This design comes from an exercise in tuning for small area on the open sky130 flow, not from production work. At most, simulation tests tie the RTL to the original design; equivalence was not proved. Power figures rest on the tool's default switching activity, not on a simulated workload. No driver is modelled on the clock port, so clocking that relies on it looks cheaper here than on a real chip.

main:
## conv
module conv(
  input clk,
  input reset,
  input [15:0] pxl_in,
  output [15:0] pxl_out,
  output [9:0] count,
  output valid
);
clock: 7.5 ns
lec_check: 0
abc_area: 0
cap_margin: 0
core_margin: 2
core_utilization: 40
cts_cluster_diameter: 150
cts_cluster_size: 25
gpl_timing_driven: 0
slew_margin: 0
synth_hierarchical: 1
standard.sh (not shown) runs the stock make flow with config.mk's settings and CLKGATE_MAP_FILE= SYNTH_SCRIPT=/design/flow/synth_recipe.tcl, a recipe that flattens the netlist after the stock synthesis.
==> flow/flow/run.sh <==
#!/bin/bash
# The standard layout (standard.sh) with two changes: the port buffers are
# the two-strength buffer cell (buf_2), and clock tree synthesis puts up to 33 flip-flops
# (within 90 um) on one leaf buffer and adds no dummy loads.
# ORFS writes each step's full log under orfs/logs/; make's output goes to
# standard.log.
set -euo pipefail
export BUFFER_PORTS_ARGS="-buffer_cell sky130_fd_sc_hd__buf_2"
export CTS_ARGS="-sink_clustering_enable -repair_clock_nets -dont_use_dummy_load -sink_clustering_size 33 -sink_clustering_max_diameter 90"
bash standard.sh > standard.log 2>&1
diff inputs: main => the feature branch
--- a/flow/design.v
+++ b/flow/design.v
@@ -643,36 +643,31 @@
   assign cy[0] = 1'b1;
   genvar gi;
   generate for (gi = 0; gi < 10; gi = gi + 1) begin : inc
     assign cn[gi] = counter[gi] ^ cy[gi];
     assign cy[gi+1] = counter[gi] & cy[gi];
   end endgenerate
   always @(posedge clk) begin
     if (reset) counter <= 10'd0;
     else counter <= cn;
   end
   assign count = counter;
-  wire [7:0] ce = cn[9:2];
+  wire [7:0] ce = counter[9:2];
   wire [1:0] w1 = ce[0] + ce[3] + ce[6];
   wire [1:0] w2 = ce[1] + ce[4] + ce[7];
   wire [1:0] w4 = ce[2] + ce[5];
   wire [4:0] vs7 = w1 + {w2, 1'b0} + {w4, 2'b0};
   wire m0 = (vs7 == 5'd0) | (vs7 == 5'd7) | (vs7 == 5'd14);
   wire ge = (|ce[7:4]) | (&ce[3:0]);
   wire le = (ce <= 8'd196);
-  reg vld;
-  always @(posedge clk) begin
-    if (reset) vld <= 1'b0;
-    else vld <= ge & le & ~(cn[1] & m0);
-  end
-  assign valid = vld;
+  assign valid = ge & le & ~(counter[1] & m0);
 endmodule
 module fa(input a, input b, input c, output s, output co);
   assign s = a ^ b ^ c;
   assign co = (a & b) | (c & (a ^ b));
 endmodule
 module ha(input a, input b, output s, output co);
   assign s = a ^ b;
   assign co = a & b;
 endmodule
 module xo(input a, input b, output s);
   assign s = a ^ b;
### Flow results
- The feature branch reached the final stage; the timing, design-rule and antenna checks on its layout passed.
- Critical path depth: higher on main
- Compared with main, in the feature branch post-synthesis compound-gate area fraction roughly the same, detailed-route wire length on metal 1 lower, combinational power lower, final period utilization higher, total non-filler cell area in the finished layout lower.
- The feature branch vs. main: average vias per placed instance now sits at about the same level; number of multi-input combinational cells now sits higher; total CTS buffers now sits lower.
- Where worst IR drop on VDD is concerned, main is outperformed by the feature branch.

* * *

conv, a different RTL version from the one above (not shown whole).
Size: ~1400 cells after synthesis, roughly 45 I/O pins, ~26000 sq um of cells after synthesis.
Design conv, start of the top module:
module conv(
  input clk,
  input reset,
  input [15:0] pxl_in,
  output [15:0] pxl_out,
  output [9:0] count,
  output valid
);
make LEC_CHECK=0 ABC_AREA=0 CAP_MARGIN=0 CORE_MARGIN=2 CORE_UTILIZATION=40 CTS_CLUSTER_DIAMETER=150 CTS_CLUSTER_SIZE=25 GPL_TIMING_DRIVEN=0 SLEW_MARGIN=0 SYNTH_HIERARCHICAL=1 finish   # period 7.5 ns
run.sh (not shown) runs the stock make flow with config.mk's settings and CLKGATE_MAP_FILE= SYNTH_SCRIPT=/design/flow/synth_recipe.tcl, a recipe that flattens the netlist after the stock synthesis.
Stock flow here: none of the scripts above is used.
Edit:
--- a/flow/design.v
+++ b/flow/design.v
@@ -764,20 +764,16 @@
   always @(posedge clk) begin
     if (reset) counter <= 10'd0;
     else counter <= cn;
   end
   assign count = counter;
   wire [7:0] ce = counter[9:2];
-  wire [1:0] w1 = ce[0] + ce[3] + ce[6];
-  wire [1:0] w2 = ce[1] + ce[4] + ce[7];
-  wire [1:0] w4 = ce[2] + ce[5];
-  wire [4:0] vs7 = w1 + {w2, 1'b0} + {w4, 2'b0};
-  wire m0 = (vs7 == 5'd0) | (vs7 == 5'd7) | (vs7 == 5'd14);
-  wire ge = (|ce[7:4]) | (&ce[3:0]);
-  wire le = (ce <= 8'd196);
-  assign valid = ge & le & ~(counter[1] & m0);
+  wire [4:0] m7 = ce[2:0] + ce[5:3] + ce[7:6];
+  wire col_bad = counter[1] & (m7 == 5'd0 || m7 == 5'd7 || m7 == 5'd14);
+  wire in_rng = (counter >= 10'd59) && (counter <= 10'd785);
+  assign valid = in_rng & ~col_bad;
 endmodule
 module fa(input a, input b, input c, output s, output co);
   assign s = a ^ b ^ c;
   assign co = (a & b) | (c & (a ^ b));
 endmodule
 module ha(input a, input b, output s, output co);
Result: Cell count barely changes; total power rises by 0.36%; via count falls by 1.5%; global-route usage falls by 0.15 points; wire length falls by 0.84%; core utilization is about the same; worst setup slack loses 0.041 ns; die area stays flat; sequential power barely changes.
The RTL of the second run of this note was laid out without a check of its function.

## what the ideal ports hide
No port has a modelled driver above. Below, the same layouts with a new extraction and two added sets of constraints.
Step 1: set_driving_cell puts a clkbuf_16 on clk and a buf_2 on each other input, an assumption about the parent block.
Step 2 adds t to the input delays and takes it off the output delays; t is the mean of the earliest and latest rising clock arrival at the registers after step 1. Input paths then give back, and output paths get back, about the clock's delay inside the block.
a / b / c = no drivers / after step 1 / after step 2; a / b = the first two.
run | t, ns | slack for setup (ns) | worst setup path at the end | latest minus earliest clock arrival (ns)
main | 0.607 | 0.157 / 0.175 / -0.432 | input to register | 0.067 / 0.066
the feature branch | 0.601 | 0.107 / 0.133 / -0.468 | input to register | 0.055 / 0.054
the first run of note 2 | 0.633 | 0.201 / 0.206 / -0.427 | input to register | 0.029 / 0.030
the second run of note 2 | 0.635 | 0.160 / 0.188 / -0.448 | input to register | 0.039 / 0.039
With both steps, setup timing fails in every run listed, where it was met with ideal ports. The setup slack of the first run of note 2, which loses most, moves by +0.005 ns with the drivers and by -0.628 ns with both steps.
